What follows belongs to an exercise in optimizing a design on an open flow for small area and a short achievable clock period; a production flow would make more cautious choices.

## job 101
==> module IEEE754_AdderSubtract, before the edit <==
module IEEE754_AdderSubtract
(
	input clock,
	input resetn,
	input [31:0] a,
	input [31:0] b,
	output [31:0] y
);
	wire [7:0]  ea = a[30:23];
	wire [7:0]  eb = b[30:23];
	wire [7:0]  d;                               
	wire        ge;                              
	bk_add #(8) u_dba (eb, ~ea, 1'b1, d, ge);
	wire [3:0]  dt  = {1'b0, ea[7:5]} - {1'b0, eb[7:5]};
	wire        big = (dt == 4'd1)  ? (ea[4:0] >= eb[4:0]) :
	                  (dt == 4'hf)  ? (eb[4:0] >= ea[4:0]) : (dt != 4'd0);
	reg         v1, sa1, sb1, ge1, big1;
	reg  [7:0]  ea1, eb1;
	reg  [4:0]  d1;
	reg  [22:0] ma1, mb1;
	always @(posedge clock) begin
		v1   <= resetn;
		sa1  <= a[31];
		sb1  <= b[31];
		ge1  <= ge;
		ea1  <= ea;
		eb1  <= eb;
		big1 <= big;
		d1   <= d[4:0];
		ma1  <= a[22:0];
		mb1  <= b[22:0];
	end
	wire        sg1  = ge1 ? sb1 : sa1;
	wire        sub1 = sa1 ^ sb1;
	wire [7:0]  eg1  = ge1 ? eb1 : ea1;
	wire [22:0] mg = ge1 ? mb1 : ma1;
	wire [23:0] mw = ge1 ? {1'b1, ma1} : {2'b01, mb1[22:1]};
	wire [4:0]  she = big1 ? {4'b1011, ge1} : (d1 ^ {5{~ge1}});
	wire [23:0] sm = mw >> she;
	wire [24:0] A = {2'b01, mg};
	wire [24:0] B = {1'b0, sm} ^ {25{sub1}};
	wire [24:0] p = A ^ B;
	wire [24:0] gc;                              
	wire [24:0] pc;                              
	wire        co;
	bk_prefix #(25, 16) u_pre (A & B, p, gc, pc, co);
	wire        neg = sub1 & ~co;
	wire [24:0] r = p ^ (gc | (pc & {25{co}})) ^ {25{neg}};
	wire        s = sg1 ^ neg;
	wire [4:0]  c;                               
	wire        nz;                              
	lzc32 u_lzc ({r, 7'b0}, c, nz);
	wire [24:0] n1 = c[4] ? {r[8:0], 16'b0} : r;
	wire [24:0] n2 = c[3] ? {n1[16:0], 8'b0} : n1;
	wire [24:0] n3 = c[2] ? {n2[20:0], 4'b0} : n2;
	wire [24:0] n4 = c[0] ? {n3[23:0], 1'b0} : n3;
	wire [4:0]  lz = {c[4:2], c[1] & nz, c[0]};
	wire [7:0]  egp;
	wire [5:0]  et, etd;                         
	bk_add #(8) u_inc (eg1, 8'd0, 1'b1, egp, );
	bk_add #(6) u_et  (egp[7:2], {3'b111, ~lz[4:2]}, 1'b1, et, );
	bk_add #(6) u_etd (egp[7:2], {3'b111, ~lz[4:2]}, 1'b0, etd, );
	reg         s2;
	reg  [5:0]  et2, etd2;
	reg  [1:0]  el2, lz2;
	reg  [23:0] n42;
	always @(posedge clock) begin
		if (!resetn || !v1) begin
			s2   <= 1'b0;
			et2  <= 6'd0;
			etd2 <= 6'd0;
			el2  <= 2'd0;
			lz2  <= 2'd0;
			n42  <= 24'd0;
		end else begin
			s2   <= s;
			et2  <= et;
			etd2 <= etd;
			el2  <= egp[1:0];
			lz2  <= lz[1:0];
			n42  <= n4[23:0];
		end
	end
	wire [23:0] n5 = lz2[1] ? {n42[21:0], 2'b0} : n42;
	wire [2:0]  elo = {1'b0, el2} - {1'b0, lz2};   
	assign y = {s2, elo[2] ? etd2 : et2, elo[1:0], n5[23:1]};
endmodule
Settings: LEC_CHECK=0, ABC_AREA=1, CAP_MARGIN=20, CORE_MARGIN=2, CORE_UTILIZATION=60, CTS_BUF_LIST=sky130_fd_sc_hd__clkbuf_8, GPL_TIMING_DRIVEN=0, SLEW_MARGIN=20; clock period 22.0 ns.
standard.sh (not shown) runs the stock make flow with config.mk's settings and CLKGATE_MAP_FILE= SYNTH_SCRIPT=/design/flow/synth_recipe.tcl, a recipe that flattens the netlist after the stock synthesis.
==> flow/flow/run.sh <==
#!/bin/bash
# The standard layout, with two changes to how it is made:
#  - the smallest plain buffer (buf_1) as the port buffer on every input and output;
#  - repair_timing aims for 15.6 ns of setup slack (the clock and constraints are unchanged).
set -euo pipefail
bash standard.sh finish "BUFFER_PORTS_ARGS=-buffer_cell sky130_fd_sc_hd__buf_1" SETUP_SLACK_MARGIN=15.6 > standard_flow.log 2>&1
Here is what was changed in the inputs of job 102 compared with job 101.
diff --git a/flow/design.v b/flow/design.v
--- a/flow/design.v
+++ b/flow/design.v
@@ -53,38 +53,34 @@
 	wire [24:0] n1 = c[4] ? {r[8:0], 16'b0} : r;
 	wire [24:0] n2 = c[3] ? {n1[16:0], 8'b0} : n1;
 	wire [24:0] n3 = c[2] ? {n2[20:0], 4'b0} : n2;
 	wire [24:0] n4 = c[0] ? {n3[23:0], 1'b0} : n3;
-	wire [4:0]  lz = {c[4:2], c[1] & nz, c[0]};
 	wire [7:0]  egp;
-	wire [5:0]  et, etd;                         
 	bk_add #(8) u_inc (eg1, 8'd0, 1'b1, egp, );
-	bk_add #(6) u_et  (egp[7:2], {3'b111, ~lz[4:2]}, 1'b1, et, );
-	bk_add #(6) u_etd (egp[7:2], {3'b111, ~lz[4:2]}, 1'b0, etd, );
 	reg         s2;
-	reg  [5:0]  et2, etd2;
-	reg  [1:0]  el2, lz2;
+	reg  [7:0]  egp2;
+	reg  [4:0]  lz2;
 	reg  [23:0] n42;
 	always @(posedge clock) begin
 		if (!resetn || !v1) begin
 			s2   <= 1'b0;
-			et2  <= 6'd0;
-			etd2 <= 6'd0;
-			el2  <= 2'd0;
-			lz2  <= 2'd0;
+			egp2 <= 8'd0;
+			lz2  <= 5'd0;
 			n42  <= 24'd0;
 		end else begin
 			s2   <= s;
-			et2  <= et;
-			etd2 <= etd;
-			el2  <= egp[1:0];
-			lz2  <= lz[1:0];
+			egp2 <= egp;
+			lz2  <= {c[4:2], c[1] & nz, c[0]};   
 			n42  <= n4[23:0];
 		end
 	end
 	wire [23:0] n5 = lz2[1] ? {n42[21:0], 2'b0} : n42;
-	wire [2:0]  elo = {1'b0, el2} - {1'b0, lz2};   
-	assign y = {s2, elo[2] ? etd2 : et2, elo[1:0], n5[23:1]};
+	wire [2:0]  ehd;
+	wire [4:0]  elo;
+	wire        nb;                              
+	bk_add #(3, 2) u_dec (egp2[7:5], 3'b111, 1'b0, ehd, );
+	bk_add #(5) u_exp (egp2[4:0], ~lz2, 1'b1, elo, nb);
+	assign y = {s2, nb ? egp2[7:5] : ehd, elo, n5[23:1]};
 endmodule
 module bk_prefix #(parameter N = 8, parameter TOPD = 4)
 (
 	input  [N-1:0] g,
[summary]
- Multi-input gate area in the final layout, job 101 and job 102, higher one = job 101.
- In the flow results for job 101 and job 102, the utilization is smaller on job 102.
- Job 102 ended up with fewer standard cells than job 101.
- Measured against each other, job 101 and job 102 differ in sequential fraction of total cell area, the higher figure coming from job 102.
- Setup slack in job 102 is smaller than in job 101.
- Compared to job 101, the routing of job 102 uses less wire.
- [job 102] sequential cell count of the final layout fell 3 relative to job 101
Function was not checked in any run of this note: the RTL went through the layout flow alone.

## afterwards: timing with drivers on the ports
The results above use ideal ports. As a check the final layouts listed here were re-extracted and re-timed, cells and wires unchanged. Step 1 assumes that a clkbuf_16 drives the clock port and a buf_2 every other input. Step 2 also shifts input and output timing later by t, the mid clock arrival at the registers, as if the neighbouring blocks saw the same clock. Three values: no drivers, after step 1, after step 2; two values: the first two.
run	t (ns)	slack for setup (ns)	worst data-port slew with drivers (ns)
job 101	0.486	15.685 / 15.647 / 15.704	0.04
job 102	0.432	15.426 / 15.387 / 15.819	0.04
After both steps every run listed still meets setup and hold.
